Context: an optimization exercise on an open-source flow, tuned for small area. The choices shown serve that exercise and are no tape-out recipe. The RTL was checked by simulation tests, not by an equivalence proof against the original design. Power and IR drop assume default switching activity.

--- design/flow/flow/run.sh ---
#!/bin/bash
# Layout flow: the standard ORFS flow (standard.sh) with these changes:
#  - after the standard synthesis, the combinational logic between the (unchanged)
#    flip-flops is re-mapped by ABC for area; the result must be proven equivalent
#    to the standard netlist, else the standard netlist is kept;
#  - synthesis buffers are removed before global placement (as the timing-driven mode does);
#  - port buffers are sky130_fd_sc_hd__buf_1 instead of the default buffer_ports choice;
#  - CTS uses clkbuf_8 with its own sink clustering, and no dummy loads.
set -euo pipefail
W=$PWD
F=$W/flow
export PRE_GLOBAL_PLACE_TCL="$F/pre_gpl.tcl"
export BUFFER_PORTS_ARGS="-buffer_cell sky130_fd_sc_hd__buf_1"
export CTS_ARGS="-sink_clustering_enable -repair_clock_nets -dont_use_dummy_load -buf_list {sky130_fd_sc_hd__clkbuf_4 sky130_fd_sc_hd__clkbuf_8} -sink_clustering_size 10 -sink_clustering_max_diameter 40"

bash standard.sh synth > standard_synth.log 2>&1

R=$W/orfs/results/${FLOW_PLATFORM}/regmap/base
LIB=$(ls $FLOW_HOME/platforms/${FLOW_PLATFORM}/lib/sky130_fd_sc_hd__tt_025C_1v80.lib)
mkdir -p $W/resynth
cp $R/1_2_yosys.v $W/resynth/standard.v
yosys -q -p "read_liberty -ignore_miss_func $LIB; write_verilog -noattr $W/resynth/allcells.v" > yosys_cells.log 2>&1
python3 $F/combcells.py $W/resynth/allcells.v $W/resynth/combcells.v
DONT_USE=$(grep -o -- "-dont_use [A-Za-z0-9_]*" $W/orfs/logs/${FLOW_PLATFORM}/regmap/base/1_2_yosys.log | sort -u | tr '\n' ' ')
export LIB_FILE=$LIB DESIGN_NAME=$FLOW_TOP RS_IN=$W/resynth/standard.v RS_OUT=$W/resynth/area.v \
       RS_COMB=$W/resynth/combcells.v RS_CELLS=$W/resynth/allcells.v RS_ABC=$F/area.abc RS_DONT_USE="$DONT_USE"
if yosys -c $F/resynth.tcl > yosys_resynth.log 2>&1 && yosys -c $F/equiv.tcl > yosys_equiv.log 2>&1; then
  cp $W/resynth/area.v $R/1_2_yosys.v
  echo "re-mapped netlist used" > resynth_result.log
else
  echo "re-mapping failed or not proven: standard netlist kept" > resynth_result.log
fi
rm -f $R/1_synth.odb $R/1_synth.sdc
bash standard.sh > standard_flow.log 2>&1
--- design/flow/flow/area.abc ---
strash
&get -n
&deepsyn -T 30
&dch -f
&nf -R 1000
&put
topo
--- design/flow/flow/combcells.py ---
#!/usr/bin/env python3
"""Keep only the combinational cell models of a Yosys-written liberty model file."""
import re, sys
s = open(sys.argv[1]).read()
out = []
for body in re.findall(r'module\s+\S+\s*\(.*?endmodule', s, re.S):
    if re.search(r'\breg\b|always|\$_DFF|\$_DLATCH|\$_SR', body) or 'assign' not in body:
        continue
    out.append(body)
open(sys.argv[2], 'w').write("\n".join(out) + "\n")
--- design/flow/flow/equiv.tcl ---
# Prove the re-mapped netlist equivalent to the standard one (registers paired by name).
yosys -import
read_verilog $::env(RS_CELLS)
read_verilog $::env(RS_IN); yosys rename $::env(DESIGN_NAME) gold
read_verilog $::env(RS_OUT); yosys rename $::env(DESIGN_NAME) gate
hierarchy -check
yosys rename -hide gold/w:_* gold/c:_* gate/w:_* gate/c:_*
flatten gold gate
yosys proc; yosys opt_clean
equiv_make gold gate equiv
hierarchy -top equiv
equiv_simple
equiv_induct
equiv_status -assert
--- design/flow/flow/pre_gpl.tcl ---
remove_buffers
--- design/flow/flow/resynth.tcl ---
# Re-map the combinational logic of the standard synthesis netlist for area.
yosys -import
# The flip-flop cells (and so the registers, their names and cell types) are kept
# as they are: they stay black boxes while ABC re-maps the logic between them.
read_liberty -lib $::env(LIB_FILE)
read_verilog $::env(RS_IN)
hierarchy -top $::env(DESIGN_NAME)
techmap -map $::env(RS_COMB)
techmap
opt -fast -purge
abc -script $::env(RS_ABC) -liberty $::env(LIB_FILE) {*}$::env(RS_DONT_USE)
opt_clean -purge
hilomap -singleton -hicell sky130_fd_sc_hd__conb_1 HI -locell sky130_fd_sc_hd__conb_1 LO
insbuf -buf sky130_fd_sc_hd__buf_4 A X
splitnets
opt_clean -purge
write_verilog -noattr -noexpr -nohex -nodec $::env(RS_OUT)
--- design/flow/standard.sh ---
#!/bin/bash
# synth_recipe.tcl (not shown) runs the flow's synth.tcl, then flattens the netlist and writes it again
# the make line also repeats each setting of config.mk as NAME=value (left out here)
make -C /OpenROAD-flow-scripts/flow DESIGN_CONFIG=/design/flow/config.mk WORK_HOME=/design/flow/orfs CLKGATE_MAP_FILE= SYNTH_SCRIPT=/design/flow/synth_recipe.tcl "${@:-finish}"
--- design/flow/config.mk ---
export PLATFORM = sky130hd
export DESIGN_NAME = regmap
export DESIGN_NICKNAME = regmap
export VERILOG_FILES = /design/flow/design.v
export SDC_FILE = /design/flow/constraint.sdc
export NUM_CORES = 4
export LEC_CHECK = 0
export CAP_MARGIN = 20
export CORE_MARGIN = 2
export CORE_UTILIZATION = 60
export GPL_TIMING_DRIVEN = 0
export SLEW_MARGIN = 20
--- design/flow/constraint.sdc ---
create_clock -name core_clock -period 5.0 [get_ports {clk}]
set_input_delay 1.0000 -clock core_clock [delete_from_list [all_inputs] [get_ports {clk}]]
set_output_delay 1.0000 -clock core_clock [all_outputs]
set_load 0.01 [all_outputs]
--- design/flow/design.v ---
module regmap #(
    parameter ADDR_W = 32,
    parameter DATA_W = 32,
    parameter STRB_W = DATA_W / 8
)(
    input clk,
    input rst,
    output [31:0] csr_sampl_num_val_out,
    output [15:0] csr_area0_start_val_out,
    output [15:0] csr_area1_start_val_out,
    output [15:0] csr_area2_start_val_out,
    output [15:0] csr_area0_end_val_out,
    output [15:0] csr_area1_end_val_out,
    output [15:0] csr_area2_end_val_out,
    output  csr_buf_ctrl_spec_req_out,
    output  csr_buf_ctrl_area_req_out,
    output [7:0] csr_acc_start_val_out,
    output [7:0] csr_acc_stop_val_out,
    output [15:0] csr_adc_th_val_out,
    output [2:0] csr_adc_filter_window_size_out,
    output  csr_adc_filter_bypass_out,
    output [3:0] csr_bline_ctrl_averagings_out,
    output  csr_bline_ctrl_auto_baseline_out,
    output [15:0] csr_bline_manual_val_out,
    output [15:0] csr_bline_acc_val_out,
    output [5:0] csr_bline_trend_delay_val_out,
    input csr_bline_actual_val_en,
    input [14:0] csr_bline_actual_val_in,
    output  csr_gate_ctrl_hysteresis_en_out,
    output  csr_gate_ctrl_pileup_reject_out,
    output [5:0] csr_gate_ctrl_pre_trigger_out,
    output  csr_dump_ctrl_enable_out,
    output [10:0] csr_dump_ctrl_samples_out,
    output [15:0] csr_pileup_acc_val_out,
    output [5:0] csr_pileup_trend_delay_val_out,
    input csr_pileup_actual_val_en,
    input  csr_pileup_actual_val_in,
    output  csr_pileup_cnt_ctrl_frame_rst_out,
    output  csr_pileup_cnt_ctrl_pileup_cnt_rst_out,
    input [31:0] csr_pileup_cnt_val_in,
    output [15:0] csr_count_th_0_val_out,
    input csr_count_val_0_val_en,
    input [31:0] csr_count_val_0_val_in,
    output [15:0] csr_count_th_1_val_out,
    input csr_count_val_1_val_en,
    input [31:0] csr_count_val_1_val_in,
    input [7:0] csr_ver_val_in,
    input [7:0] csr_sub_val_in,
    input [7:0] csr_rev_val_in,
    input  [ADDR_W-1:0] axil_awaddr,
    input  [2:0]        axil_awprot,
    input               axil_awvalid,
    output              axil_awready,
    input  [DATA_W-1:0] axil_wdata,
    input  [STRB_W-1:0] axil_wstrb,
    input               axil_wvalid,
    output              axil_wready,
    output [1:0]        axil_bresp,
    output              axil_bvalid,
    input               axil_bready,
    input  [ADDR_W-1:0] axil_araddr,
    input  [2:0]        axil_arprot,
    input               axil_arvalid,
    output              axil_arready,
    output [DATA_W-1:0] axil_rdata,
    output [1:0]        axil_rresp,
    output              axil_rvalid,
    input               axil_rready
);
reg        awflag, wflag, bvalid_q;
reg  [4:0] widx;
reg [31:0] sdat;
reg  [3:0] sstrb;
wire       wen = awflag & wflag;
assign axil_awready = ~awflag;
assign axil_wready  = ~wflag;
assign axil_bvalid  = bvalid_q;
assign axil_bresp   = 2'd0;
always @(posedge clk) begin
    awflag   <= ~rst & (awflag ? ~wflag : axil_awvalid);
    wflag    <= ~rst & (wflag ? ~awflag : axil_wvalid);
    bvalid_q <= ~rst & ~(bvalid_q & axil_bready) &
                (bvalid_q | (axil_wvalid & awflag) | (axil_awvalid & wflag) | wen);
    if (!awflag)
        widx <= (axil_awaddr[31:7] == 25'd0 && axil_awaddr[1:0] == 2'd0) ? axil_awaddr[6:2] : 5'h1f;
    if (!wflag) begin
        sdat  <= axil_wdata;
        sstrb <= axil_wstrb;
    end
end
wire [31:0] d_lo = sdat & {32{~rst}};
wire [31:0] d_hi = sdat | {32{rst}};
reg  [1:0] rstate;    
reg [31:0] rdata_q;
reg        rkeep;    
wire       r_idle = (rstate == 2'b00);
assign axil_arready = r_idle;
assign axil_rvalid  = (rstate == 2'b10);
assign axil_rdata   = rdata_q;
assign axil_rresp   = 2'd0;
always @(posedge clk) begin
    rstate[0] <= ~rst & ~rstate[1] & (rstate[0] | axil_arvalid);
    rstate[1] <= ~rst & (rstate[0] | (rstate[1] & ~axil_rready));
end
wire r_p1   = (rstate == 2'b01);
wire ra_lo = (axil_araddr[31:7] == 25'd0) && (axil_araddr[1:0] == 2'd0);
wire ra_hi = (axil_araddr[31:11] == 21'd0) && axil_araddr[10] && (axil_araddr[9:4] == 6'd0)
             && (axil_araddr[1:0] == 2'd0);
wire sampl_num_hit = wen && (widx == 5'd0);
wire [3:0] sampl_num_be = {4{rst}} | ({4{sampl_num_hit}} & sstrb[3:0]);
wire [31:0] sampl_num_rd;
reg  [31:0] sampl_num_val_q;
always @(posedge clk) begin
    if (sampl_num_be[0]) sampl_num_val_q[0] <= d_lo[0];
    if (sampl_num_be[0]) sampl_num_val_q[1] <= d_lo[1];
    if (sampl_num_be[0]) sampl_num_val_q[2] <= d_lo[2];
    if (sampl_num_be[0]) sampl_num_val_q[3] <= d_lo[3];
    if (sampl_num_be[0]) sampl_num_val_q[4] <= d_lo[4];
    if (sampl_num_be[0]) sampl_num_val_q[5] <= d_lo[5];
    if (sampl_num_be[0]) sampl_num_val_q[6] <= d_hi[6];
    if (sampl_num_be[0]) sampl_num_val_q[7] <= d_lo[7];
    if (sampl_num_be[1]) sampl_num_val_q[8] <= d_hi[8];
    if (sampl_num_be[1]) sampl_num_val_q[9] <= d_lo[9];
    if (sampl_num_be[1]) sampl_num_val_q[10] <= d_lo[10];
    if (sampl_num_be[1]) sampl_num_val_q[11] <= d_hi[11];
    if (sampl_num_be[1]) sampl_num_val_q[12] <= d_hi[12];
    if (sampl_num_be[1]) sampl_num_val_q[13] <= d_lo[13];
    if (sampl_num_be[1]) sampl_num_val_q[14] <= d_hi[14];
    if (sampl_num_be[1]) sampl_num_val_q[15] <= d_lo[15];
    if (sampl_num_be[2]) sampl_num_val_q[16] <= d_hi[16];
    if (sampl_num_be[2]) sampl_num_val_q[17] <= d_hi[17];
    if (sampl_num_be[2]) sampl_num_val_q[18] <= d_lo[18];
    if (sampl_num_be[2]) sampl_num_val_q[19] <= d_lo[19];
    if (sampl_num_be[2]) sampl_num_val_q[20] <= d_hi[20];
    if (sampl_num_be[2]) sampl_num_val_q[21] <= d_hi[21];
    if (sampl_num_be[2]) sampl_num_val_q[22] <= d_hi[22];
    if (sampl_num_be[2]) sampl_num_val_q[23] <= d_lo[23];
    if (sampl_num_be[3]) sampl_num_val_q[24] <= d_hi[24];
    if (sampl_num_be[3]) sampl_num_val_q[25] <= d_hi[25];
    if (sampl_num_be[3]) sampl_num_val_q[26] <= d_hi[26];
    if (sampl_num_be[3]) sampl_num_val_q[27] <= d_lo[27];
    if (sampl_num_be[3]) sampl_num_val_q[28] <= d_lo[28];
    if (sampl_num_be[3]) sampl_num_val_q[29] <= d_lo[29];
    if (sampl_num_be[3]) sampl_num_val_q[30] <= d_lo[30];
    if (sampl_num_be[3]) sampl_num_val_q[31] <= d_lo[31];
end
assign csr_sampl_num_val_out = sampl_num_val_q;
assign sampl_num_rd[31:0] = sampl_num_val_q;
wire area0_start_hit = wen && (widx == 5'd1);
wire [1:0] area0_start_be = {2{rst}} | ({2{area0_start_hit}} & sstrb[1:0]);
wire [31:0] area0_start_rd;
reg  [15:0] area0_start_val_q;
always @(posedge clk) begin
    if (area0_start_be[0]) area0_start_val_q[0] <= d_lo[0];
    if (area0_start_be[0]) area0_start_val_q[1] <= d_lo[1];
    if (area0_start_be[0]) area0_start_val_q[2] <= d_lo[2];
    if (area0_start_be[0]) area0_start_val_q[3] <= d_lo[3];
    if (area0_start_be[0]) area0_start_val_q[4] <= d_lo[4];
    if (area0_start_be[0]) area0_start_val_q[5] <= d_lo[5];
    if (area0_start_be[0]) area0_start_val_q[6] <= d_lo[6];
    if (area0_start_be[0]) area0_start_val_q[7] <= d_lo[7];
    if (area0_start_be[1]) area0_start_val_q[8] <= d_lo[8];
    if (area0_start_be[1]) area0_start_val_q[9] <= d_lo[9];
    if (area0_start_be[1]) area0_start_val_q[10] <= d_lo[10];
    if (area0_start_be[1]) area0_start_val_q[11] <= d_lo[11];
    if (area0_start_be[1]) area0_start_val_q[12] <= d_lo[12];
    if (area0_start_be[1]) area0_start_val_q[13] <= d_lo[13];
    if (area0_start_be[1]) area0_start_val_q[14] <= d_lo[14];
    if (area0_start_be[1]) area0_start_val_q[15] <= d_lo[15];
end
assign csr_area0_start_val_out = area0_start_val_q;
assign area0_start_rd[15:0] = area0_start_val_q;
assign area0_start_rd[31:16] = 16'd0;
wire area1_start_hit = wen && (widx == 5'd2);
wire [1:0] area1_start_be = {2{rst}} | ({2{area1_start_hit}} & sstrb[1:0]);
wire [31:0] area1_start_rd;
reg  [15:0] area1_start_val_q;
always @(posedge clk) begin
    if (area1_start_be[0]) area1_start_val_q[0] <= d_lo[0];
    if (area1_start_be[0]) area1_start_val_q[1] <= d_lo[1];
    if (area1_start_be[0]) area1_start_val_q[2] <= d_lo[2];
    if (area1_start_be[0]) area1_start_val_q[3] <= d_lo[3];
    if (area1_start_be[0]) area1_start_val_q[4] <= d_lo[4];
    if (area1_start_be[0]) area1_start_val_q[5] <= d_lo[5];
    if (area1_start_be[0]) area1_start_val_q[6] <= d_lo[6];
    if (area1_start_be[0]) area1_start_val_q[7] <= d_lo[7];
    if (area1_start_be[1]) area1_start_val_q[8] <= d_lo[8];
    if (area1_start_be[1]) area1_start_val_q[9] <= d_lo[9];
    if (area1_start_be[1]) area1_start_val_q[10] <= d_lo[10];
    if (area1_start_be[1]) area1_start_val_q[11] <= d_lo[11];
    if (area1_start_be[1]) area1_start_val_q[12] <= d_lo[12];
    if (area1_start_be[1]) area1_start_val_q[13] <= d_lo[13];
    if (area1_start_be[1]) area1_start_val_q[14] <= d_lo[14];
    if (area1_start_be[1]) area1_start_val_q[15] <= d_lo[15];
end
assign csr_area1_start_val_out = area1_start_val_q;
assign area1_start_rd[15:0] = area1_start_val_q;
assign area1_start_rd[31:16] = 16'd0;
wire area2_start_hit = wen && (widx == 5'd3);
wire [1:0] area2_start_be = {2{rst}} | ({2{area2_start_hit}} & sstrb[1:0]);
wire [31:0] area2_start_rd;
reg  [15:0] area2_start_val_q;
always @(posedge clk) begin
    if (area2_start_be[0]) area2_start_val_q[0] <= d_lo[0];
    if (area2_start_be[0]) area2_start_val_q[1] <= d_lo[1];
    if (area2_start_be[0]) area2_start_val_q[2] <= d_lo[2];
    if (area2_start_be[0]) area2_start_val_q[3] <= d_lo[3];
    if (area2_start_be[0]) area2_start_val_q[4] <= d_lo[4];
    if (area2_start_be[0]) area2_start_val_q[5] <= d_lo[5];
    if (area2_start_be[0]) area2_start_val_q[6] <= d_lo[6];
    if (area2_start_be[0]) area2_start_val_q[7] <= d_lo[7];
    if (area2_start_be[1]) area2_start_val_q[8] <= d_lo[8];
    if (area2_start_be[1]) area2_start_val_q[9] <= d_lo[9];
    if (area2_start_be[1]) area2_start_val_q[10] <= d_lo[10];
    if (area2_start_be[1]) area2_start_val_q[11] <= d_lo[11];
    if (area2_start_be[1]) area2_start_val_q[12] <= d_lo[12];
    if (area2_start_be[1]) area2_start_val_q[13] <= d_lo[13];
    if (area2_start_be[1]) area2_start_val_q[14] <= d_lo[14];
    if (area2_start_be[1]) area2_start_val_q[15] <= d_lo[15];
end
assign csr_area2_start_val_out = area2_start_val_q;
assign area2_start_rd[15:0] = area2_start_val_q;
assign area2_start_rd[31:16] = 16'd0;
wire area0_end_hit = wen && (widx == 5'd4);
wire [1:0] area0_end_be = {2{rst}} | ({2{area0_end_hit}} & sstrb[1:0]);
wire [31:0] area0_end_rd;
reg  [15:0] area0_end_val_q;
always @(posedge clk) begin
    if (area0_end_be[0]) area0_end_val_q[0] <= d_hi[0];
    if (area0_end_be[0]) area0_end_val_q[1] <= d_hi[1];
    if (area0_end_be[0]) area0_end_val_q[2] <= d_hi[2];
    if (area0_end_be[0]) area0_end_val_q[3] <= d_hi[3];
    if (area0_end_be[0]) area0_end_val_q[4] <= d_hi[4];
    if (area0_end_be[0]) area0_end_val_q[5] <= d_hi[5];
    if (area0_end_be[0]) area0_end_val_q[6] <= d_hi[6];
    if (area0_end_be[0]) area0_end_val_q[7] <= d_hi[7];
    if (area0_end_be[1]) area0_end_val_q[8] <= d_hi[8];
    if (area0_end_be[1]) area0_end_val_q[9] <= d_hi[9];
    if (area0_end_be[1]) area0_end_val_q[10] <= d_lo[10];
    if (area0_end_be[1]) area0_end_val_q[11] <= d_lo[11];
    if (area0_end_be[1]) area0_end_val_q[12] <= d_lo[12];
    if (area0_end_be[1]) area0_end_val_q[13] <= d_lo[13];
    if (area0_end_be[1]) area0_end_val_q[14] <= d_lo[14];
    if (area0_end_be[1]) area0_end_val_q[15] <= d_lo[15];
end
assign csr_area0_end_val_out = area0_end_val_q;
assign area0_end_rd[15:0] = area0_end_val_q;
assign area0_end_rd[31:16] = 16'd0;
wire area1_end_hit = wen && (widx == 5'd5);
wire [1:0] area1_end_be = {2{rst}} | ({2{area1_end_hit}} & sstrb[1:0]);
wire [31:0] area1_end_rd;
reg  [15:0] area1_end_val_q;
always @(posedge clk) begin
    if (area1_end_be[0]) area1_end_val_q[0] <= d_lo[0];
    if (area1_end_be[0]) area1_end_val_q[1] <= d_lo[1];
    if (area1_end_be[0]) area1_end_val_q[2] <= d_lo[2];
    if (area1_end_be[0]) area1_end_val_q[3] <= d_lo[3];
    if (area1_end_be[0]) area1_end_val_q[4] <= d_lo[4];
    if (area1_end_be[0]) area1_end_val_q[5] <= d_lo[5];
    if (area1_end_be[0]) area1_end_val_q[6] <= d_lo[6];
    if (area1_end_be[0]) area1_end_val_q[7] <= d_lo[7];
    if (area1_end_be[1]) area1_end_val_q[8] <= d_lo[8];
    if (area1_end_be[1]) area1_end_val_q[9] <= d_lo[9];
    if (area1_end_be[1]) area1_end_val_q[10] <= d_lo[10];
    if (area1_end_be[1]) area1_end_val_q[11] <= d_lo[11];
    if (area1_end_be[1]) area1_end_val_q[12] <= d_lo[12];
    if (area1_end_be[1]) area1_end_val_q[13] <= d_lo[13];
    if (area1_end_be[1]) area1_end_val_q[14] <= d_lo[14];
    if (area1_end_be[1]) area1_end_val_q[15] <= d_lo[15];
end
assign csr_area1_end_val_out = area1_end_val_q;
assign area1_end_rd[15:0] = area1_end_val_q;
assign area1_end_rd[31:16] = 16'd0;
wire area2_end_hit = wen && (widx == 5'd6);
wire [1:0] area2_end_be = {2{rst}} | ({2{area2_end_hit}} & sstrb[1:0]);
wire [31:0] area2_end_rd;
reg  [15:0] area2_end_val_q;
always @(posedge clk) begin
    if (area2_end_be[0]) area2_end_val_q[0] <= d_lo[0];
    if (area2_end_be[0]) area2_end_val_q[1] <= d_lo[1];
    if (area2_end_be[0]) area2_end_val_q[2] <= d_lo[2];
    if (area2_end_be[0]) area2_end_val_q[3] <= d_lo[3];
    if (area2_end_be[0]) area2_end_val_q[4] <= d_lo[4];
    if (area2_end_be[0]) area2_end_val_q[5] <= d_lo[5];
    if (area2_end_be[0]) area2_end_val_q[6] <= d_lo[6];
    if (area2_end_be[0]) area2_end_val_q[7] <= d_lo[7];
    if (area2_end_be[1]) area2_end_val_q[8] <= d_lo[8];
    if (area2_end_be[1]) area2_end_val_q[9] <= d_lo[9];
    if (area2_end_be[1]) area2_end_val_q[10] <= d_lo[10];
    if (area2_end_be[1]) area2_end_val_q[11] <= d_lo[11];
    if (area2_end_be[1]) area2_end_val_q[12] <= d_lo[12];
    if (area2_end_be[1]) area2_end_val_q[13] <= d_lo[13];
    if (area2_end_be[1]) area2_end_val_q[14] <= d_lo[14];
    if (area2_end_be[1]) area2_end_val_q[15] <= d_lo[15];
end
assign csr_area2_end_val_out = area2_end_val_q;
assign area2_end_rd[15:0] = area2_end_val_q;
assign area2_end_rd[31:16] = 16'd0;
wire buf_ctrl_hit = wen && (widx == 5'd7);
wire [0:0] buf_ctrl_be = {1{rst}} | ({1{buf_ctrl_hit}} & sstrb[0:0]);
reg  [0:0] buf_ctrl_spec_req_q;
always @(posedge clk) begin
    if (buf_ctrl_be[0]) buf_ctrl_spec_req_q[0] <= d_lo[0];
end
assign csr_buf_ctrl_spec_req_out = buf_ctrl_spec_req_q;
reg  [0:0] buf_ctrl_area_req_q;
always @(posedge clk) begin
    if (buf_ctrl_be[0]) buf_ctrl_area_req_q[0] <= d_lo[1];
end
assign csr_buf_ctrl_area_req_out = buf_ctrl_area_req_q;
wire acc_start_hit = wen && (widx == 5'd8);
wire [0:0] acc_start_be = {1{rst}} | ({1{acc_start_hit}} & sstrb[0:0]);
wire [31:0] acc_start_rd;
reg  [7:0] acc_start_val_q;
always @(posedge clk) begin
    if (acc_start_be[0]) acc_start_val_q[0] <= d_lo[0];
    if (acc_start_be[0]) acc_start_val_q[1] <= d_lo[1];
    if (acc_start_be[0]) acc_start_val_q[2] <= d_lo[2];
    if (acc_start_be[0]) acc_start_val_q[3] <= d_lo[3];
    if (acc_start_be[0]) acc_start_val_q[4] <= d_lo[4];
    if (acc_start_be[0]) acc_start_val_q[5] <= d_lo[5];
    if (acc_start_be[0]) acc_start_val_q[6] <= d_lo[6];
    if (acc_start_be[0]) acc_start_val_q[7] <= d_lo[7];
end
assign csr_acc_start_val_out = acc_start_val_q;
assign acc_start_rd[7:0] = acc_start_val_q;
assign acc_start_rd[31:8] = 24'd0;
wire acc_stop_hit = wen && (widx == 5'd9);
wire [0:0] acc_stop_be = {1{rst}} | ({1{acc_stop_hit}} & sstrb[0:0]);
wire [31:0] acc_stop_rd;
reg  [7:0] acc_stop_val_q;
always @(posedge clk) begin
    if (acc_stop_be[0]) acc_stop_val_q[0] <= d_lo[0];
    if (acc_stop_be[0]) acc_stop_val_q[1] <= d_lo[1];
    if (acc_stop_be[0]) acc_stop_val_q[2] <= d_lo[2];
    if (acc_stop_be[0]) acc_stop_val_q[3] <= d_lo[3];
    if (acc_stop_be[0]) acc_stop_val_q[4] <= d_lo[4];
    if (acc_stop_be[0]) acc_stop_val_q[5] <= d_lo[5];
    if (acc_stop_be[0]) acc_stop_val_q[6] <= d_lo[6];
    if (acc_stop_be[0]) acc_stop_val_q[7] <= d_hi[7];
end
assign csr_acc_stop_val_out = acc_stop_val_q;
assign acc_stop_rd[7:0] = acc_stop_val_q;
assign acc_stop_rd[31:8] = 24'd0;
wire adc_th_hit = wen && (widx == 5'd10);
wire [1:0] adc_th_be = {2{rst}} | ({2{adc_th_hit}} & sstrb[1:0]);
wire [31:0] adc_th_rd;
reg  [15:0] adc_th_val_q;
always @(posedge clk) begin
    if (adc_th_be[0]) adc_th_val_q[0] <= d_lo[0];
    if (adc_th_be[0]) adc_th_val_q[1] <= d_hi[1];
    if (adc_th_be[0]) adc_th_val_q[2] <= d_lo[2];
    if (adc_th_be[0]) adc_th_val_q[3] <= d_hi[3];
    if (adc_th_be[0]) adc_th_val_q[4] <= d_hi[4];
    if (adc_th_be[0]) adc_th_val_q[5] <= d_hi[5];
    if (adc_th_be[0]) adc_th_val_q[6] <= d_hi[6];
    if (adc_th_be[0]) adc_th_val_q[7] <= d_hi[7];
    if (adc_th_be[1]) adc_th_val_q[8] <= d_lo[8];
    if (adc_th_be[1]) adc_th_val_q[9] <= d_lo[9];
    if (adc_th_be[1]) adc_th_val_q[10] <= d_lo[10];
    if (adc_th_be[1]) adc_th_val_q[11] <= d_lo[11];
    if (adc_th_be[1]) adc_th_val_q[12] <= d_lo[12];
    if (adc_th_be[1]) adc_th_val_q[13] <= d_lo[13];
    if (adc_th_be[1]) adc_th_val_q[14] <= d_lo[14];
    if (adc_th_be[1]) adc_th_val_q[15] <= d_lo[15];
end
assign csr_adc_th_val_out = adc_th_val_q;
assign adc_th_rd[15:0] = adc_th_val_q;
assign adc_th_rd[31:16] = 16'd0;
wire adc_filter_hit = wen && (widx == 5'd11);
wire [0:0] adc_filter_be = {1{rst}} | ({1{adc_filter_hit}} & sstrb[0:0]);
wire [31:0] adc_filter_rd;
reg  [2:0] adc_filter_window_size_q;
always @(posedge clk) begin
    if (adc_filter_be[0]) adc_filter_window_size_q[0] <= d_lo[0];
    if (adc_filter_be[0]) adc_filter_window_size_q[1] <= d_hi[1];
    if (adc_filter_be[0]) adc_filter_window_size_q[2] <= d_lo[2];
end
assign csr_adc_filter_window_size_out = adc_filter_window_size_q;
assign adc_filter_rd[2:0] = adc_filter_window_size_q;
reg  [0:0] adc_filter_bypass_q;
always @(posedge clk) begin
    if (adc_filter_be[0]) adc_filter_bypass_q[0] <= d_hi[7];
end
assign csr_adc_filter_bypass_out = adc_filter_bypass_q;
assign adc_filter_rd[7:7] = adc_filter_bypass_q;
assign adc_filter_rd[6:3] = 4'd0;
assign adc_filter_rd[31:8] = 24'd0;
wire bline_ctrl_hit = wen && (widx == 5'd12);
wire [0:0] bline_ctrl_be = {1{rst}} | ({1{bline_ctrl_hit}} & sstrb[0:0]);
wire [31:0] bline_ctrl_rd;
reg  [3:0] bline_ctrl_averagings_q;
always @(posedge clk) begin
    if (bline_ctrl_be[0]) bline_ctrl_averagings_q[0] <= d_lo[0];
    if (bline_ctrl_be[0]) bline_ctrl_averagings_q[1] <= d_hi[1];
    if (bline_ctrl_be[0]) bline_ctrl_averagings_q[2] <= d_hi[2];
    if (bline_ctrl_be[0]) bline_ctrl_averagings_q[3] <= d_lo[3];
end
assign csr_bline_ctrl_averagings_out = bline_ctrl_averagings_q;
assign bline_ctrl_rd[3:0] = bline_ctrl_averagings_q;
reg  [0:0] bline_ctrl_auto_baseline_q;
always @(posedge clk) begin
    if (bline_ctrl_be[0]) bline_ctrl_auto_baseline_q[0] <= d_lo[7];
end
assign csr_bline_ctrl_auto_baseline_out = bline_ctrl_auto_baseline_q;
assign bline_ctrl_rd[7:7] = bline_ctrl_auto_baseline_q;
assign bline_ctrl_rd[6:4] = 3'd0;
assign bline_ctrl_rd[31:8] = 24'd0;
wire bline_manual_hit = wen && (widx == 5'd13);
wire [1:0] bline_manual_be = {2{rst}} | ({2{bline_manual_hit}} & sstrb[1:0]);
wire [31:0] bline_manual_rd;
reg  [15:0] bline_manual_val_q;
always @(posedge clk) begin
    if (bline_manual_be[0]) bline_manual_val_q[0] <= d_lo[0];
    if (bline_manual_be[0]) bline_manual_val_q[1] <= d_lo[1];
    if (bline_manual_be[0]) bline_manual_val_q[2] <= d_lo[2];
    if (bline_manual_be[0]) bline_manual_val_q[3] <= d_lo[3];
    if (bline_manual_be[0]) bline_manual_val_q[4] <= d_lo[4];
    if (bline_manual_be[0]) bline_manual_val_q[5] <= d_lo[5];
    if (bline_manual_be[0]) bline_manual_val_q[6] <= d_lo[6];
    if (bline_manual_be[0]) bline_manual_val_q[7] <= d_lo[7];
    if (bline_manual_be[1]) bline_manual_val_q[8] <= d_lo[8];
    if (bline_manual_be[1]) bline_manual_val_q[9] <= d_lo[9];
    if (bline_manual_be[1]) bline_manual_val_q[10] <= d_lo[10];
    if (bline_manual_be[1]) bline_manual_val_q[11] <= d_lo[11];
    if (bline_manual_be[1]) bline_manual_val_q[12] <= d_lo[12];
    if (bline_manual_be[1]) bline_manual_val_q[13] <= d_lo[13];
    if (bline_manual_be[1]) bline_manual_val_q[14] <= d_lo[14];
    if (bline_manual_be[1]) bline_manual_val_q[15] <= d_lo[15];
end
assign csr_bline_manual_val_out = bline_manual_val_q;
assign bline_manual_rd[15:0] = bline_manual_val_q;
assign bline_manual_rd[31:16] = 16'd0;
wire bline_acc_hit = wen && (widx == 5'd14);
wire [1:0] bline_acc_be = {2{rst}} | ({2{bline_acc_hit}} & sstrb[1:0]);
wire [31:0] bline_acc_rd;
reg  [15:0] bline_acc_val_q;
always @(posedge clk) begin
    if (bline_acc_be[0]) bline_acc_val_q[0] <= d_lo[0];
    if (bline_acc_be[0]) bline_acc_val_q[1] <= d_lo[1];
    if (bline_acc_be[0]) bline_acc_val_q[2] <= d_hi[2];
    if (bline_acc_be[0]) bline_acc_val_q[3] <= d_lo[3];
    if (bline_acc_be[0]) bline_acc_val_q[4] <= d_hi[4];
    if (bline_acc_be[0]) bline_acc_val_q[5] <= d_lo[5];
    if (bline_acc_be[0]) bline_acc_val_q[6] <= d_lo[6];
    if (bline_acc_be[0]) bline_acc_val_q[7] <= d_lo[7];
    if (bline_acc_be[1]) bline_acc_val_q[8] <= d_lo[8];
    if (bline_acc_be[1]) bline_acc_val_q[9] <= d_lo[9];
    if (bline_acc_be[1]) bline_acc_val_q[10] <= d_lo[10];
    if (bline_acc_be[1]) bline_acc_val_q[11] <= d_lo[11];
    if (bline_acc_be[1]) bline_acc_val_q[12] <= d_lo[12];
    if (bline_acc_be[1]) bline_acc_val_q[13] <= d_lo[13];
    if (bline_acc_be[1]) bline_acc_val_q[14] <= d_lo[14];
    if (bline_acc_be[1]) bline_acc_val_q[15] <= d_lo[15];
end
assign csr_bline_acc_val_out = bline_acc_val_q;
assign bline_acc_rd[15:0] = bline_acc_val_q;
assign bline_acc_rd[31:16] = 16'd0;
wire bline_trend_delay_hit = wen && (widx == 5'd15);
wire [0:0] bline_trend_delay_be = {1{rst}} | ({1{bline_trend_delay_hit}} & sstrb[0:0]);
wire [31:0] bline_trend_delay_rd;
reg  [5:0] bline_trend_delay_val_q;
always @(posedge clk) begin
    if (bline_trend_delay_be[0]) bline_trend_delay_val_q[0] <= d_hi[0];
    if (bline_trend_delay_be[0]) bline_trend_delay_val_q[1] <= d_hi[1];
    if (bline_trend_delay_be[0]) bline_trend_delay_val_q[2] <= d_hi[2];
    if (bline_trend_delay_be[0]) bline_trend_delay_val_q[3] <= d_hi[3];
    if (bline_trend_delay_be[0]) bline_trend_delay_val_q[4] <= d_lo[4];
    if (bline_trend_delay_be[0]) bline_trend_delay_val_q[5] <= d_lo[5];
end
assign csr_bline_trend_delay_val_out = bline_trend_delay_val_q;
assign bline_trend_delay_rd[5:0] = bline_trend_delay_val_q;
assign bline_trend_delay_rd[31:6] = 26'd0;
wire [31:0] bline_actual_rd;
reg  [14:0] bline_actual_val_q;
reg bline_actual_val_q_v;
always @(posedge clk) begin
    if (csr_bline_actual_val_en) bline_actual_val_q <= csr_bline_actual_val_in;
    bline_actual_val_q_v <= ~rst & (bline_actual_val_q_v | csr_bline_actual_val_en);
end
assign bline_actual_rd[14:0] = bline_actual_val_q & {15{bline_actual_val_q_v}};
assign bline_actual_rd[31:15] = 17'd0;
wire gate_ctrl_hit = wen && (widx == 5'd17);
wire [0:0] gate_ctrl_be = {1{rst}} | ({1{gate_ctrl_hit}} & sstrb[0:0]);
wire [31:0] gate_ctrl_rd;
reg  [0:0] gate_ctrl_hysteresis_en_q;
always @(posedge clk) begin
    if (gate_ctrl_be[0]) gate_ctrl_hysteresis_en_q[0] <= d_lo[0];
end
assign csr_gate_ctrl_hysteresis_en_out = gate_ctrl_hysteresis_en_q;
assign gate_ctrl_rd[0:0] = gate_ctrl_hysteresis_en_q;
reg  [0:0] gate_ctrl_pileup_reject_q;
always @(posedge clk) begin
    if (gate_ctrl_be[0]) gate_ctrl_pileup_reject_q[0] <= d_lo[1];
end
assign csr_gate_ctrl_pileup_reject_out = gate_ctrl_pileup_reject_q;
assign gate_ctrl_rd[1:1] = gate_ctrl_pileup_reject_q;
reg  [5:0] gate_ctrl_pre_trigger_q;
always @(posedge clk) begin
    if (gate_ctrl_be[0]) gate_ctrl_pre_trigger_q[0] <= d_lo[2];
    if (gate_ctrl_be[0]) gate_ctrl_pre_trigger_q[1] <= d_lo[3];
    if (gate_ctrl_be[0]) gate_ctrl_pre_trigger_q[2] <= d_lo[4];
    if (gate_ctrl_be[0]) gate_ctrl_pre_trigger_q[3] <= d_lo[5];
    if (gate_ctrl_be[0]) gate_ctrl_pre_trigger_q[4] <= d_lo[6];
    if (gate_ctrl_be[0]) gate_ctrl_pre_trigger_q[5] <= d_lo[7];
end
assign csr_gate_ctrl_pre_trigger_out = gate_ctrl_pre_trigger_q;
assign gate_ctrl_rd[7:2] = gate_ctrl_pre_trigger_q;
assign gate_ctrl_rd[31:8] = 24'd0;
wire dump_ctrl_hit = wen && (widx == 5'd18);
wire [1:0] dump_ctrl_be = {2{rst}} | ({2{dump_ctrl_hit}} & sstrb[1:0]);
wire [31:0] dump_ctrl_rd;
reg dump_ctrl_enable_q;
always @(posedge clk) dump_ctrl_enable_q <= ~rst & dump_ctrl_hit & sstrb[0] & sdat[0];
assign csr_dump_ctrl_enable_out = dump_ctrl_enable_q;
reg  [10:0] dump_ctrl_samples_q;
always @(posedge clk) begin
    if (dump_ctrl_be[0]) dump_ctrl_samples_q[0] <= d_lo[1];
    if (dump_ctrl_be[0]) dump_ctrl_samples_q[1] <= d_lo[2];
    if (dump_ctrl_be[0]) dump_ctrl_samples_q[2] <= d_lo[3];
    if (dump_ctrl_be[0]) dump_ctrl_samples_q[3] <= d_lo[4];
    if (dump_ctrl_be[0]) dump_ctrl_samples_q[4] <= d_lo[5];
    if (dump_ctrl_be[0]) dump_ctrl_samples_q[5] <= d_lo[6];
    if (dump_ctrl_be[0]) dump_ctrl_samples_q[6] <= d_lo[7];
    if (dump_ctrl_be[1]) dump_ctrl_samples_q[7] <= d_lo[8];
    if (dump_ctrl_be[1]) dump_ctrl_samples_q[8] <= d_lo[9];
    if (dump_ctrl_be[1]) dump_ctrl_samples_q[9] <= d_lo[10];
    if (dump_ctrl_be[1]) dump_ctrl_samples_q[10] <= d_lo[11];
end
assign csr_dump_ctrl_samples_out = dump_ctrl_samples_q;
assign dump_ctrl_rd[11:1] = dump_ctrl_samples_q;
assign dump_ctrl_rd[0:0] = 1'd0;
assign dump_ctrl_rd[31:12] = 20'd0;
wire pileup_acc_hit = wen && (widx == 5'd19);
wire [1:0] pileup_acc_be = {2{rst}} | ({2{pileup_acc_hit}} & sstrb[1:0]);
wire [31:0] pileup_acc_rd;
reg  [15:0] pileup_acc_val_q;
always @(posedge clk) begin
    if (pileup_acc_be[0]) pileup_acc_val_q[0] <= d_lo[0];
    if (pileup_acc_be[0]) pileup_acc_val_q[1] <= d_lo[1];
    if (pileup_acc_be[0]) pileup_acc_val_q[2] <= d_hi[2];
    if (pileup_acc_be[0]) pileup_acc_val_q[3] <= d_lo[3];
    if (pileup_acc_be[0]) pileup_acc_val_q[4] <= d_hi[4];
    if (pileup_acc_be[0]) pileup_acc_val_q[5] <= d_lo[5];
    if (pileup_acc_be[0]) pileup_acc_val_q[6] <= d_lo[6];
    if (pileup_acc_be[0]) pileup_acc_val_q[7] <= d_lo[7];
    if (pileup_acc_be[1]) pileup_acc_val_q[8] <= d_lo[8];
    if (pileup_acc_be[1]) pileup_acc_val_q[9] <= d_lo[9];
    if (pileup_acc_be[1]) pileup_acc_val_q[10] <= d_lo[10];
    if (pileup_acc_be[1]) pileup_acc_val_q[11] <= d_lo[11];
    if (pileup_acc_be[1]) pileup_acc_val_q[12] <= d_lo[12];
    if (pileup_acc_be[1]) pileup_acc_val_q[13] <= d_lo[13];
    if (pileup_acc_be[1]) pileup_acc_val_q[14] <= d_lo[14];
    if (pileup_acc_be[1]) pileup_acc_val_q[15] <= d_lo[15];
end
assign csr_pileup_acc_val_out = pileup_acc_val_q;
assign pileup_acc_rd[15:0] = pileup_acc_val_q;
assign pileup_acc_rd[31:16] = 16'd0;
wire pileup_trend_delay_hit = wen && (widx == 5'd20);
wire [0:0] pileup_trend_delay_be = {1{rst}} | ({1{pileup_trend_delay_hit}} & sstrb[0:0]);
wire [31:0] pileup_trend_delay_rd;
reg  [5:0] pileup_trend_delay_val_q;
always @(posedge clk) begin
    if (pileup_trend_delay_be[0]) pileup_trend_delay_val_q[0] <= d_lo[0];
    if (pileup_trend_delay_be[0]) pileup_trend_delay_val_q[1] <= d_lo[1];
    if (pileup_trend_delay_be[0]) pileup_trend_delay_val_q[2] <= d_lo[2];
    if (pileup_trend_delay_be[0]) pileup_trend_delay_val_q[3] <= d_lo[3];
    if (pileup_trend_delay_be[0]) pileup_trend_delay_val_q[4] <= d_lo[4];
    if (pileup_trend_delay_be[0]) pileup_trend_delay_val_q[5] <= d_lo[5];
end
assign csr_pileup_trend_delay_val_out = pileup_trend_delay_val_q;
assign pileup_trend_delay_rd[5:0] = pileup_trend_delay_val_q;
assign pileup_trend_delay_rd[31:6] = 26'd0;
wire [31:0] pileup_actual_rd;
reg  [0:0] pileup_actual_val_q;
reg pileup_actual_val_q_v;
always @(posedge clk) begin
    if (csr_pileup_actual_val_en) pileup_actual_val_q <= csr_pileup_actual_val_in;
    pileup_actual_val_q_v <= ~rst & (pileup_actual_val_q_v | csr_pileup_actual_val_en);
end
assign pileup_actual_rd[0:0] = pileup_actual_val_q & {1{pileup_actual_val_q_v}};
assign pileup_actual_rd[31:1] = 31'd0;
wire pileup_cnt_ctrl_hit = wen && (widx == 5'd22);
wire [0:0] pileup_cnt_ctrl_be = {1{rst}} | ({1{pileup_cnt_ctrl_hit}} & sstrb[0:0]);
wire [31:0] pileup_cnt_ctrl_rd;
reg  [0:0] pileup_cnt_ctrl_frame_rst_q;
always @(posedge clk) begin
    if (pileup_cnt_ctrl_be[0]) pileup_cnt_ctrl_frame_rst_q[0] <= d_lo[0];
end
assign csr_pileup_cnt_ctrl_frame_rst_out = pileup_cnt_ctrl_frame_rst_q;
assign pileup_cnt_ctrl_rd[0:0] = pileup_cnt_ctrl_frame_rst_q;
reg pileup_cnt_ctrl_pileup_cnt_rst_q;
always @(posedge clk) pileup_cnt_ctrl_pileup_cnt_rst_q <= ~rst & pileup_cnt_ctrl_hit & sstrb[0] & sdat[1];
assign csr_pileup_cnt_ctrl_pileup_cnt_rst_out = pileup_cnt_ctrl_pileup_cnt_rst_q;
assign pileup_cnt_ctrl_rd[31:1] = 31'd0;
wire count_th_0_hit = wen && (widx == 5'd24);
wire [1:0] count_th_0_be = {2{rst}} | ({2{count_th_0_hit}} & sstrb[1:0]);
wire [31:0] count_th_0_rd;
reg  [15:0] count_th_0_val_q;
always @(posedge clk) begin
    if (count_th_0_be[0]) count_th_0_val_q[0] <= d_lo[0];
    if (count_th_0_be[0]) count_th_0_val_q[1] <= d_hi[1];
    if (count_th_0_be[0]) count_th_0_val_q[2] <= d_lo[2];
    if (count_th_0_be[0]) count_th_0_val_q[3] <= d_hi[3];
    if (count_th_0_be[0]) count_th_0_val_q[4] <= d_hi[4];
    if (count_th_0_be[0]) count_th_0_val_q[5] <= d_hi[5];
    if (count_th_0_be[0]) count_th_0_val_q[6] <= d_hi[6];
    if (count_th_0_be[0]) count_th_0_val_q[7] <= d_hi[7];
    if (count_th_0_be[1]) count_th_0_val_q[8] <= d_lo[8];
    if (count_th_0_be[1]) count_th_0_val_q[9] <= d_lo[9];
    if (count_th_0_be[1]) count_th_0_val_q[10] <= d_lo[10];
    if (count_th_0_be[1]) count_th_0_val_q[11] <= d_lo[11];
    if (count_th_0_be[1]) count_th_0_val_q[12] <= d_lo[12];
    if (count_th_0_be[1]) count_th_0_val_q[13] <= d_lo[13];
    if (count_th_0_be[1]) count_th_0_val_q[14] <= d_lo[14];
    if (count_th_0_be[1]) count_th_0_val_q[15] <= d_lo[15];
end
assign csr_count_th_0_val_out = count_th_0_val_q;
assign count_th_0_rd[15:0] = count_th_0_val_q;
assign count_th_0_rd[31:16] = 16'd0;
wire [31:0] count_val_0_rd;
reg  [31:0] count_val_0_val_q;
reg count_val_0_val_q_v;
always @(posedge clk) begin
    if (csr_count_val_0_val_en) count_val_0_val_q <= csr_count_val_0_val_in;
    count_val_0_val_q_v <= ~rst & (count_val_0_val_q_v | csr_count_val_0_val_en);
end
assign count_val_0_rd[31:0] = count_val_0_val_q & {32{count_val_0_val_q_v}};
wire count_th_1_hit = wen && (widx == 5'd26);
wire [1:0] count_th_1_be = {2{rst}} | ({2{count_th_1_hit}} & sstrb[1:0]);
wire [31:0] count_th_1_rd;
reg  [15:0] count_th_1_val_q;
always @(posedge clk) begin
    if (count_th_1_be[0]) count_th_1_val_q[0] <= d_lo[0];
    if (count_th_1_be[0]) count_th_1_val_q[1] <= d_lo[1];
    if (count_th_1_be[0]) count_th_1_val_q[2] <= d_hi[2];
    if (count_th_1_be[0]) count_th_1_val_q[3] <= d_lo[3];
    if (count_th_1_be[0]) count_th_1_val_q[4] <= d_hi[4];
    if (count_th_1_be[0]) count_th_1_val_q[5] <= d_hi[5];
    if (count_th_1_be[0]) count_th_1_val_q[6] <= d_hi[6];
    if (count_th_1_be[0]) count_th_1_val_q[7] <= d_hi[7];
    if (count_th_1_be[1]) count_th_1_val_q[8] <= d_hi[8];
    if (count_th_1_be[1]) count_th_1_val_q[9] <= d_lo[9];
    if (count_th_1_be[1]) count_th_1_val_q[10] <= d_lo[10];
    if (count_th_1_be[1]) count_th_1_val_q[11] <= d_lo[11];
    if (count_th_1_be[1]) count_th_1_val_q[12] <= d_lo[12];
    if (count_th_1_be[1]) count_th_1_val_q[13] <= d_lo[13];
    if (count_th_1_be[1]) count_th_1_val_q[14] <= d_lo[14];
    if (count_th_1_be[1]) count_th_1_val_q[15] <= d_lo[15];
end
assign csr_count_th_1_val_out = count_th_1_val_q;
assign count_th_1_rd[15:0] = count_th_1_val_q;
assign count_th_1_rd[31:16] = 16'd0;
wire [31:0] count_val_1_rd;
reg  [31:0] count_val_1_val_q;
reg count_val_1_val_q_v;
always @(posedge clk) begin
    if (csr_count_val_1_val_en) count_val_1_val_q <= csr_count_val_1_val_in;
    count_val_1_val_q_v <= ~rst & (count_val_1_val_q_v | csr_count_val_1_val_en);
end
assign count_val_1_rd[31:0] = count_val_1_val_q & {32{count_val_1_val_q_v}};
wire [31:0] rq =
    ({32{rdata_q[4:0] == 5'd0}} & sampl_num_rd)  |
    ({32{rdata_q[4:0] == 5'd1}} & area0_start_rd)  |
    ({32{rdata_q[4:0] == 5'd2}} & area1_start_rd)  |
    ({32{rdata_q[4:0] == 5'd3}} & area2_start_rd)  |
    ({32{rdata_q[4:0] == 5'd4}} & area0_end_rd)  |
    ({32{rdata_q[4:0] == 5'd5}} & area1_end_rd)  |
    ({32{rdata_q[4:0] == 5'd6}} & area2_end_rd)  |
    ({32{rdata_q[4:0] == 5'd8}} & acc_start_rd)  |
    ({32{rdata_q[4:0] == 5'd9}} & acc_stop_rd)  |
    ({32{rdata_q[4:0] == 5'd10}} & adc_th_rd)  |
    ({32{rdata_q[4:0] == 5'd11}} & adc_filter_rd)  |
    ({32{rdata_q[4:0] == 5'd12}} & bline_ctrl_rd)  |
    ({32{rdata_q[4:0] == 5'd13}} & bline_manual_rd)  |
    ({32{rdata_q[4:0] == 5'd14}} & bline_acc_rd)  |
    ({32{rdata_q[4:0] == 5'd15}} & bline_trend_delay_rd)  |
    ({32{rdata_q[4:0] == 5'd16}} & bline_actual_rd)  |
    ({32{rdata_q[4:0] == 5'd17}} & gate_ctrl_rd)  |
    ({32{rdata_q[4:0] == 5'd18}} & dump_ctrl_rd)  |
    ({32{rdata_q[4:0] == 5'd19}} & pileup_acc_rd)  |
    ({32{rdata_q[4:0] == 5'd20}} & pileup_trend_delay_rd)  |
    ({32{rdata_q[4:0] == 5'd21}} & pileup_actual_rd)  |
    ({32{rdata_q[4:0] == 5'd22}} & pileup_cnt_ctrl_rd)  |
    ({32{rdata_q[4:0] == 5'd24}} & count_th_0_rd)  |
    ({32{rdata_q[4:0] == 5'd25}} & count_val_0_rd)  |
    ({32{rdata_q[4:0] == 5'd26}} & count_th_1_rd)  |
    ({32{rdata_q[4:0] == 5'd27}} & count_val_1_rd);
wire ra_idx = ra_lo && (axil_araddr[6:2] == 5'd0 || axil_araddr[6:2] == 5'd1 || axil_araddr[6:2] == 5'd2 || axil_araddr[6:2] == 5'd3 || axil_araddr[6:2] == 5'd4 || axil_araddr[6:2] == 5'd5 || axil_araddr[6:2] == 5'd6 || axil_araddr[6:2] == 5'd8 || axil_araddr[6:2] == 5'd9 || axil_araddr[6:2] == 5'd10 || axil_araddr[6:2] == 5'd11 || axil_araddr[6:2] == 5'd12 || axil_araddr[6:2] == 5'd13 || axil_araddr[6:2] == 5'd14 || axil_araddr[6:2] == 5'd15 || axil_araddr[6:2] == 5'd16 || axil_araddr[6:2] == 5'd17 || axil_araddr[6:2] == 5'd18 || axil_araddr[6:2] == 5'd19 || axil_araddr[6:2] == 5'd20 || axil_araddr[6:2] == 5'd21 || axil_araddr[6:2] == 5'd22 || axil_araddr[6:2] == 5'd24 || axil_araddr[6:2] == 5'd25 || axil_araddr[6:2] == 5'd26 || axil_araddr[6:2] == 5'd27);
wire [31:0] ra_word =
    ({32{(ra_lo && axil_araddr[6:2] == 5'd23)}} & csr_pileup_cnt_val_in)  |
    ({32{(ra_hi && axil_araddr[3:2] == 2'd0)}} & {{24{1'b0}}, csr_ver_val_in})  |
    ({32{(ra_hi && axil_araddr[3:2] == 2'd1)}} & {{24{1'b0}}, csr_sub_val_in})  |
    ({32{(ra_hi && axil_araddr[3:2] == 2'd2)}} & {{24{1'b0}}, csr_rev_val_in})  |
    {27'd0, {5{ra_idx}} & axil_araddr[6:2]};
always @(posedge clk) begin
    if (r_idle) begin
        rdata_q <= ra_word;
        rkeep   <= ~ra_idx;
    end else if (r_p1 && !rkeep) begin
        rdata_q <= rq;
    end
end
endmodule
==> impl_metrics.yaml, run 1 <==
pwr:
  p_per_area_mw_per_mm2: 381
  ir_drop_v: 0.000238
  leakagePower_nw: 6.76
  finalPower_w: 0.00777
timing:
  finalCritPeriodShare: 0.849
  fin_ws_ns: 0.757
  skew_ns: 0.0460
  period_needed_ns: 4.24
  tightest_slew_ns: 1.24
  rsz0062_at_grt: "no"
  setup_viol: 0
  tns_ns: 0
  max_freq_ghz: 0.236
  drv_slew: 0
  finalHoldViolCount: 0
  maxSlewHeadroom: 0.170
synth:
  synthCells: 965
  synth.avg_cell_area_um2: 17.3
  netlist_area_mm2: 0.0167
  synth_warnings: 1
routing:
  vias_per_cell: 6.70
  dr.pass1.iters: 8
  drt_iter0_drc: 2256
  vias: 13300
  drc_errors: 0
  wl_per_cell_um: 32.7
  drt-total-wl_um: 64800
  ant_nets: 0
floorplanning:
  rows: 61
  pin_count: 579
  coreArea_mm2: 0.0276
  die_h_um: 171
  start_util: 0.604
  die_area_mm2: 0.0292
  die_w_um: 171
clocking:
  cts_buffers: 54
  cts_tree: "built"
  ctsHtreeMaxLevel: 2
  clk_path_buf_depth: 3
  ctsResizeCount: 0
  cts.reportedPaths.clkPinSlew_ns: 0.06
  ctsRootBufferMaster: "clkbuf_8"
  clock_latency_ns: 0.60
  holdBufCountCts: 0
  clock_sinks: 448
  post_cts_buffers: 0
critical_path:
  path_max_fanout: 17
  worstPathCellList: "or2_0, clkinv_1, buf_1"
  crit_path_end_kind: "primary output"
  cpPeakStageDelay_ns: 1.03
  cp.arrival_ns: 3.24
  start_kind: "register"
  slowest_stage: "clkinv_1"
  required_ns: 4.00
  path_class: "reg2out"
placed_design:
  place.gp.congestion: 0.985
  io_buffers: 568
  dp.cells: 1920
  place_ws_ns: 1.08
  dp_hpwl_um: 46500
grt:
  grt_pass1_vias: 12300
  antenna_found_initial: 10
  grt_max_degree: 43
  grt_pass1_wl_um: 86300
  gr-total-overflow: 0
  gr-usage-all-layers: 0.431
finish:
  fin_nets: 1851
  syn2layout_area_growth_pct: 22.1
  final_cells: 1982
  fillers: 1900
  drive_gt1_frac: 0.0645
hold_path:
  hp-class: "reg2reg"
flow_run:
  cap_violations: 0
status:
  status: "complete, no violations"
[worst max-delay path, delay by kind of cell (launching register included)]
| family | cells | cell delay, ns |
|---|---|---|
| buffers and inverters | 2 | 1.37 |
| DFF | 1 | 0.44 |
| and+or+nand+nor | 1 | 0.85 |
[placed cells by master, fill, tap and decap left out, types with 25 or more instances in the layout]
cell type	n
buf_1	564
a222oi_1	72
or2_0	25
clkbuf_8	54
nand2_1	71
edfxtp_1	437
nand3_1	26
a22oi_1	44
nor2_1	31
nor2b_1	29
[power by group]
part	switching, W	total, W	internal (W)	leakage, nW
Sequential	0.000160	0.00461	0.00445	4.43
Combinational	0.000711	0.000992	0.000281	1.94
Clock	0.00121	0.00216	0.000954	0.388
Total	0.00208	0.00777	0.00569	6.76
[path summary, 6_finish.rpt]
| check | from | slack, ns | cells past startpoint | endpoint |
|---|---|---|---|---|
| worst min-delay path | bvalid_q$_DFF_P_ | 0.47 | 1 | bvalid_q$_DFF_P_ |
| worst min register to register | bvalid_q$_DFF_P_ | 0.47 | 1 | bvalid_q$_DFF_P_ |
| worst max register to register | rstate[0]$_DFF_P_ | 1.03 | 6 | rdata_q[1]$_DFFE_PP_ |
| worst max-delay path | rstate[0]$_DFF_P_ | 0.76 | 3 | axil_arready |
[metrics by stage]
stage / utilization / cell area, µm² / hold slack (ns)
floorplan: - / 16700 / 0.426
global placement: 0.696 / 19200 / 0.443
detailed placement: 0.710 / 19600 / 0.460
CTS: 0.737 / 20400 / 0.469
global route: 0.738 / 20400 / 0.504
finish: 0.738 / 20400 / 0.469
[final cells by class]
| type | count | area [µm²] | share of cell area |
|---|---|---|---|
| diodes | 8 | 20.0 | 0.000982 |
| repair buffers | 584 | 2370 | 0.116 |
| inverters | 7 | 27.5 | 0.00135 |
| multi-input cells | 503 | 3410 | 0.167 |
| flip-flops and latches | 448 | 13300 | 0.654 |
| clock buffers | 54 | 743 | 0.0364 |
| well taps | 378 | 473 | 0.0232 |
[flip-flops by register name, summed over array words and instances (netlist names), 32 cells and up]
| name | cells |
|---|---|
| count_val_0_val_q | 32 |
| count_val_1_val_q | 32 |
| rdata_q | 32 |
| sampl_num_val_q | 32 |
| sdat | 32 |
[per-layer routing]
| metal | global-route usage | part of all wire |
|---|---|---|
| met1 | 0.557 | 0.33 |
| met5 | 0 | 0.00059 |
| met4 | 0.233 | 0.059 |
| met3 | 0.125 | 0.15 |
| met2 | 0.669 | 0.46 |
==> run 2: changes to the inputs <==
==> design/flow/flow/run.sh (replaced) <==
#!/bin/bash
# Standard ORFS layout, with two changes:
#  - port buffers are sky130_fd_sc_hd__buf_1 instead of the default buffer_ports choice;
#  - CTS does not insert dummy loads.
set -euo pipefail
export BUFFER_PORTS_ARGS="-buffer_cell sky130_fd_sc_hd__buf_1"
export CTS_ARGS="-sink_clustering_enable -repair_clock_nets -dont_use_dummy_load"
bash standard.sh > standard_flow.log 2>&1
--- a/design/flow/config.mk
+++ b/design/flow/config.mk
@@ -9,3 +9,3 @@
 export CORE_MARGIN = 2
-export CORE_UTILIZATION = 60
+export CORE_UTILIZATION = 40
 export GPL_TIMING_DRIVEN = 0
removed: design/flow/flow/area.abc
removed: design/flow/flow/combcells.py
removed: design/flow/flow/equiv.tcl
removed: design/flow/flow/pre_gpl.tcl
removed: design/flow/flow/resynth.tcl
==> impl_metrics.yaml, run 2 <==
critical_path:
  crit_family: "buffers and inverters"
  path_depth: 4
  r2r_cells: 7
  startpoint: "rstate[0]$_DFF_P_"
  slowest_stage: "clkbuf_1"
  path_class: "reg2out"
  cpPeakStageDelay_ns: 0.97
  critPathBufInv: 3
  r2r-end: "rdata_q[6]$_DFFE_PP_"
  crit_path_end_kind: "primary output"
  endpoint: "axil_arready"
  required_ns: 4.00
  r2r_start: "rdata_q[3]$_DFFE_PP_"
  reg2reg_slack_ns: 1.66
  path_max_fanout: 11
  cp.arrival_ns: 2.80
  worstPathCellList: "or2_2, clkinv_1, clkbuf_1, buf_1"
  start_kind: "register"
synth:
  yosysMostFrequentCell: "edfxtp_1"
  synth_top_family_by_area: "compound AO/OA/AOI/OAI gates"
  netlist_area_mm2: 0.0181
  yosysUniqueCellTypes: 72
  synthFlopType: "edfxtp_1"
  synth_xor_area_frac: 0
  synth_largest_area_cell: "edfxtp_1"
  synth_area_leaders: "edfxtp_1 73%, a22oi_1 2.1%, a21oi_1 1.8%, and3_1 1.7%, nor2b_1 1.4%"
  synth.avg_cell_area_um2: 15.9
  synthSimpleGateAreaFrac: 0.0979
  yosysTopAreaCellShare: 0.726
  ys_async_sr_fraction: 0
  synth_compound_area_frac: 0.121
  synthCells: 1137
  yosysSeqAreaShare: 0.738
  ys_ff_latch: 448
  synth_edf_count: 437
  synth_warnings: 1
  synthMuxAreaShare: 0.0167
  synth_fa_ha_area_frac: 0
  synth_common_cells: "437 x edfxtp_1, 65 x a21oi_1, 50 x a22oi_1"
finish:
  drive_gt1_frac: 0.0949
  mostFrequentLayoutCells: "565 x buf_1, 437 x edfxtp_1, 64 x a21oi_1"
  fillers: 4013
  antenna_cells: 0
  syn2layout_area_growth_pct: 23.4
  fin_nets: 2015
  mostFrequentLayoutCell: "buf_1"
status:
  status: "complete, no violations"
routing:
  drt_iter0_drc: 2130
  drc_errors: 0
  vias: 14400
  dr.pass1.iters: 8
  ant_nets: 0
  drt-total-wl_um: 83700
  wl_per_cell_um: 35.6
  vias_per_cell: 6.11
clocking:
  ctsHtreeMaxLevel: 2
  holdBufCountCts: 0
  clock_sinks: 448
  ctsRootBufferMaster: "clkbuf_16"
  post_cts_buffers: 0
  cts.reportedPaths.clkPinSlew_ns: 0.06
  cts_buffers: 48
  ctsResizeCount: 0
  clock_latency_ns: 0.60
  cts_tree: "built"
  clk_path_buf_depth: 3
grt:
  gr-usage-all-layers: 0.345
  grt_pass1_wl_um: 110000
  grt_max_degree: 31
  grt_pass1_vias: 13600
  gr-total-overflow: 0
  antenna_found_initial: 2
timing:
  rsz0062_at_grt: "no"
  max_freq_ghz: 0.263
  setup_viol: 0
  whs_ns: 0.504
  fin_ws_ns: 1.20
  finalHoldViolCount: 0
  maxSlewHeadroom: 0.158
  skew_ns: 0.0362
  tns_ns: 0
  tightest_slew_ns: 1.26
  finalCritPeriodShare: 0.760
  drv_slew: 0
  period_needed_ns: 3.80
pwr:
  clockPowerShare: 0.334
  internal_power_w: 0.00655
  p_per_area_mw_per_mm2: 410
  leakagePower_nw: 7.62
  ir_drop_v: 0.000238
  p_comb_frac: 0.157
  switching_share: 0.283
  p_seq_frac: 0.509
  power.switching_w: 0.00258
hold_path:
  hp-class: "reg2reg"
  hold_start: "sdat[26]$_DFFE_PN_"
flow_run:
  cap_violations: 0
placed_design:
  place_ws_ns: 1.81
  io_buffers: 567
  place.gp.congestion: 0.971
  dp_hpwl_um: 64000
floorplanning:
  pin_count: 579
  coreArea_mm2: 0.0444
  die_area_mm2: 0.0469
  rows: 77
  start_util: 0.407
  die_h_um: 217
  die_w_um: 217
[run 2: layout make-up]
cell class	count	area [µm²]	share of cell area
timing repair buffer	572	2230	0.100
buffer	73	439	0.0197
tap	592	741	0.0332
inverter	11	41.3	0.00185
clock buffer	48	1200	0.0538
multi-input combinational	608	4310	0.193
sequential	448	13300	0.598
[run 2: worst reg2reg max path, stage by stage, from the launching register on]
cell	delay, ns
edfxtp_1	0.52
buf_6	0.20
nor2_1	0.65
and3_1	0.42
buf_2	0.42
a32o_1	0.20
a221oi_1	0.11
a41oi_1	0.55
[run 2: how the worst min path moves through the flow]
stage | depth (start not counted) | end
after global routing | 1 | sampl_num_val_q[17]$_DFFE_PP_
after floorplan | 2 | pileup_actual_val_q_v$_DFF_P_
final | 1 | sampl_num_val_q[26]$_DFFE_PP_
after detailed placement | 1 | sampl_num_val_q[16]$_DFFE_PP_
after CTS | 1 | sampl_num_val_q[16]$_DFFE_PP_
after global placement | 1 | rstate[0]$_DFF_P_
[run 2: per-stage QoR]
stage	util	cell area (µm²)	instances	power, W
floorplan	-	18100	1140	0.00532
global placement	0.472	21000	2299	0.00609
detailed placement	0.475	21100	2304	0.00612
CTS	0.502	22300	2352	0.00911
global route	0.502	22300	2352	0.00934
finish	0.502	22300	2352	0.00914
[run 2: cell families (layout without fill, tap and decap cells)]
group	after synthesis	after routing
DFF	448	448
AOI/OAI and AO/OA	293	293
and+or+nand+nor	282	282
buffers and inverters	84	704
muxes	29	29
other	1	4
[run 2: power groups by stage]
| stage | registers (W) | clock network, W | logic [W] |
|---|---|---|---|
| finish | 0.00465 | 0.00305 | 0.00143 |
| CTS | 0.00465 | 0.00306 | 0.00140 |
| global route | 0.00467 | 0.00320 | 0.00147 |
| detailed placement | 0.00472 | 0 | 0.00140 |
| global placement | 0.00472 | 0 | 0.00137 |
| floorplan | 0.00474 | 0 | 0.000580 |
[run 2: per-layer routing]
| layer | part of all wire | track usage | up-vias |
|---|---|---|---|
| met5 | 0.00012 | 0 | - |
| met1 | 0.37 | 0.449 | 7255 |
| met2 | 0.47 | 0.556 | 1110 |
| li1 | - | - | 5840 |
| met4 | 0.041 | 0.143 | 2 |
| met3 | 0.11 | 0.0841 | 157 |
==> run 3: changes to the inputs <==
--- a/design/flow/flow/run.sh
+++ b/design/flow/flow/run.sh
@@ -6,3 +6,3 @@
 export BUFFER_PORTS_ARGS="-buffer_cell sky130_fd_sc_hd__buf_1"
-export CTS_ARGS="-sink_clustering_enable -repair_clock_nets -dont_use_dummy_load"
+export CTS_ARGS="-sink_clustering_enable -repair_clock_nets -dont_use_dummy_load -buf_list {sky130_fd_sc_hd__clkbuf_4 sky130_fd_sc_hd__clkbuf_8}"
 bash standard.sh > standard_flow.log 2>&1
--- a/design/flow/config.mk
+++ b/design/flow/config.mk
@@ -9,3 +9,3 @@
 export CORE_MARGIN = 2
-export CORE_UTILIZATION = 40
+export CORE_UTILIZATION = 60
 export GPL_TIMING_DRIVEN = 0
==> impl_metrics.yaml, run 3 <==
floorplanning:
  rows: 63
  start_util: 0.610
  coreArea_mm2: 0.0296
  die_h_um: 178
synth:
  synthCells: 1137
  yosysUniqueCellTypes: 72
  synthSimpleGateAreaFrac: 0.0979
  synth_fa_ha_area_frac: 0
  synth_warnings: 1
  synth.avg_cell_area_um2: 15.9
  ys_ff_latch: 448
  yosysSeqAreaShare: 0.738
  synth_largest_area_cell: "edfxtp_1"
  synth_xor_area_frac: 0
  synth_area_leaders: "edfxtp_1 73%, a22oi_1 2.1%, a21oi_1 1.8%, and3_1 1.7%, nor2b_1 1.4%"
  yosysTopAreaCellShare: 0.726
  synth_top_family_by_area: "compound AO/OA/AOI/OAI gates"
  synth_common_cells: "437 x edfxtp_1, 65 x a21oi_1, 50 x a22oi_1"
  yosysMostFrequentCell: "edfxtp_1"
  synthMuxAreaShare: 0.0167
  synth_edf_count: 437
timing:
  rsz0062_at_grt: "no"
  tns_ns: 0
  maxSlewHeadroom: 0.107
  tightest_slew_ns: 1.34
  finalCritPeriodShare: 0.781
  period_needed_ns: 3.91
  setup_viol: 0
  skew_ns: 0.0420
  drv_slew: 0
  finalHoldViolCount: 0
routing:
  drc_errors: 0
  met1_length_um: 24100
  ant_nets: 0
  wl_met3_um: 13200
  wl_per_cell_um: 34.7
  wl_met2_um: 33800
  vias_per_cell: 6.93
  drt-total-wl_um: 75600
  vias: 15100
  dr.pass1.iters: 7
  drt_iter0_drc: 2769
clocking:
  post_cts_buffers: 0
  clock_sinks: 448
  cts_buffers: 72
  ctsRootBufferMaster: "clkbuf_8"
  ctsHtreeMaxLevel: 3
  clk_path_buf_depth: 3
  cts_tree: "built"
status:
  status: "complete, no violations"
hold_path:
  holdPathStages: 1
critical_path:
  crit_path_end_kind: "primary output"
  crit_family: "buffers and inverters"
  start_kind: "register"
  r2r_cells: 5
  path_max_fanout: 11
  path_class: "reg2out"
  path_depth: 4
  required_ns: 4.00
  cp.arrival_ns: 2.91
finish:
  syn2layout_area_growth_pct: 20.8
  drive_gt1_frac: 0.104
  fillers: 2031
grt:
  grt_max_degree: 30
  gr-usage-all-layers: 0.470
  grt_pass1_wl_um: 100000
  grt_pass1_vias: 14100
pwr:
  ir_drop_v: 0.000280
  finalPower_w: 0.00865
  leakagePower_nw: 7.54
placed_design:
  place.gp.congestion: 1.01
## run 3: changes by cell type in the layout (fill, tap and decap cells not counted), sizes merged
cell | previous run | this run
buf | 616 | 615
clkbuf | 77 | 101
diode | 0 | 3
## run 3: path summary, 6_finish.rpt
kind                 startpoint                            end  slack [ns]
max           rstate[0]$_DFF_P_                   axil_arready        1.09
min          sdat[26]$_DFFE_PN_  sampl_num_val_q[26]$_DFFE_PP_        0.49
max reg2reg   rstate[1]$_DFF_P_           rdata_q[6]$_DFFE_PP_        1.88
min reg2reg  sdat[26]$_DFFE_PN_  sampl_num_val_q[26]$_DFFE_PP_        0.49
## run 3: layout make-up
| class | count | area [µm²] | area share |
|---|---|---|---|
| multi-input combinational | 608 | 4310 | 0.197 |
| tap | 390 | 488 | 0.0223 |
| buffer | 73 | 439 | 0.0201 |
| clock buffer | 72 | 991 | 0.0454 |
| sequential | 448 | 13300 | 0.611 |
| timing repair buffer | 571 | 2230 | 0.102 |
| antenna | 3 | 7.51 | 0.000344 |
| inverter | 11 | 41.3 | 0.00189 |
## run 3: cell families (layout without fill, tap and decap cells)
group                  after synthesis  in the layout
AOI/OAI and AO/OA                  293            293
buffers and inverters               84            727
DFF                                448            448
muxes                               29             29
other                                1              7
and+or+nand+nor                    282            282
## run 3: where the power goes
part	leakage (nW)	total, W	internal [W]	switching, W
Clock	0.518	0.00260	0.00127	0.00133
Sequential	4.43	0.00465	0.00447	0.000186
Combinational	2.59	0.00140	0.000409	0.000987
## run 3: through the flow
step | util | hold WS (ns) | worst slack [ns] | cell area [µm²] | cells
floorplan | - | 0.438 | 2.55 | 18100 | 1140
global placement | 0.699 | 0.469 | 1.33 | 20700 | 2097
detailed placement | 0.703 | 0.484 | 1.83 | 20800 | 2101
CTS | 0.736 | 0.490 | 1.27 | 21800 | 2173
global route | 0.737 | 0.503 | 1.18 | 21800 | 2174
finish | 0.737 | 0.490 | 1.09 | 21800 | 2176
## run 3: per-layer routing
metal	up-vias	GRT usage
met5	-	0
met4	0	0.235
met3	319	0.187
met2	1683	0.701
li1	5878	-
met1	7210	0.602

[re-timing with driven ports]
No port has a modelled driver above. Below, the same layouts with a new extraction and two added sets of constraints.
Step 1, drivers: a clkbuf_16 drives clk and a buf_2 each remaining input, both assumed.
Step 2 times the ports against the registers' clock, not the clock port: input delays grow and output delays shrink by t, the midpoint of the rising clock arrivals with the driver on.
Slacks: ideal / step 1 / step 2; pairs: ideal / step 1.
| run | t (ns) | setup slack, ns |
|---|---|---|
| run 1 | 0.629 | 0.757 / 0.705 / 0.948 |
| run 2 | 0.631 | 1.201 / 1.147 / 1.660 |
| run 3 | 0.632 | 1.094 / 1.044 / 1.676 |
After both steps every run listed still meets setup and hold.
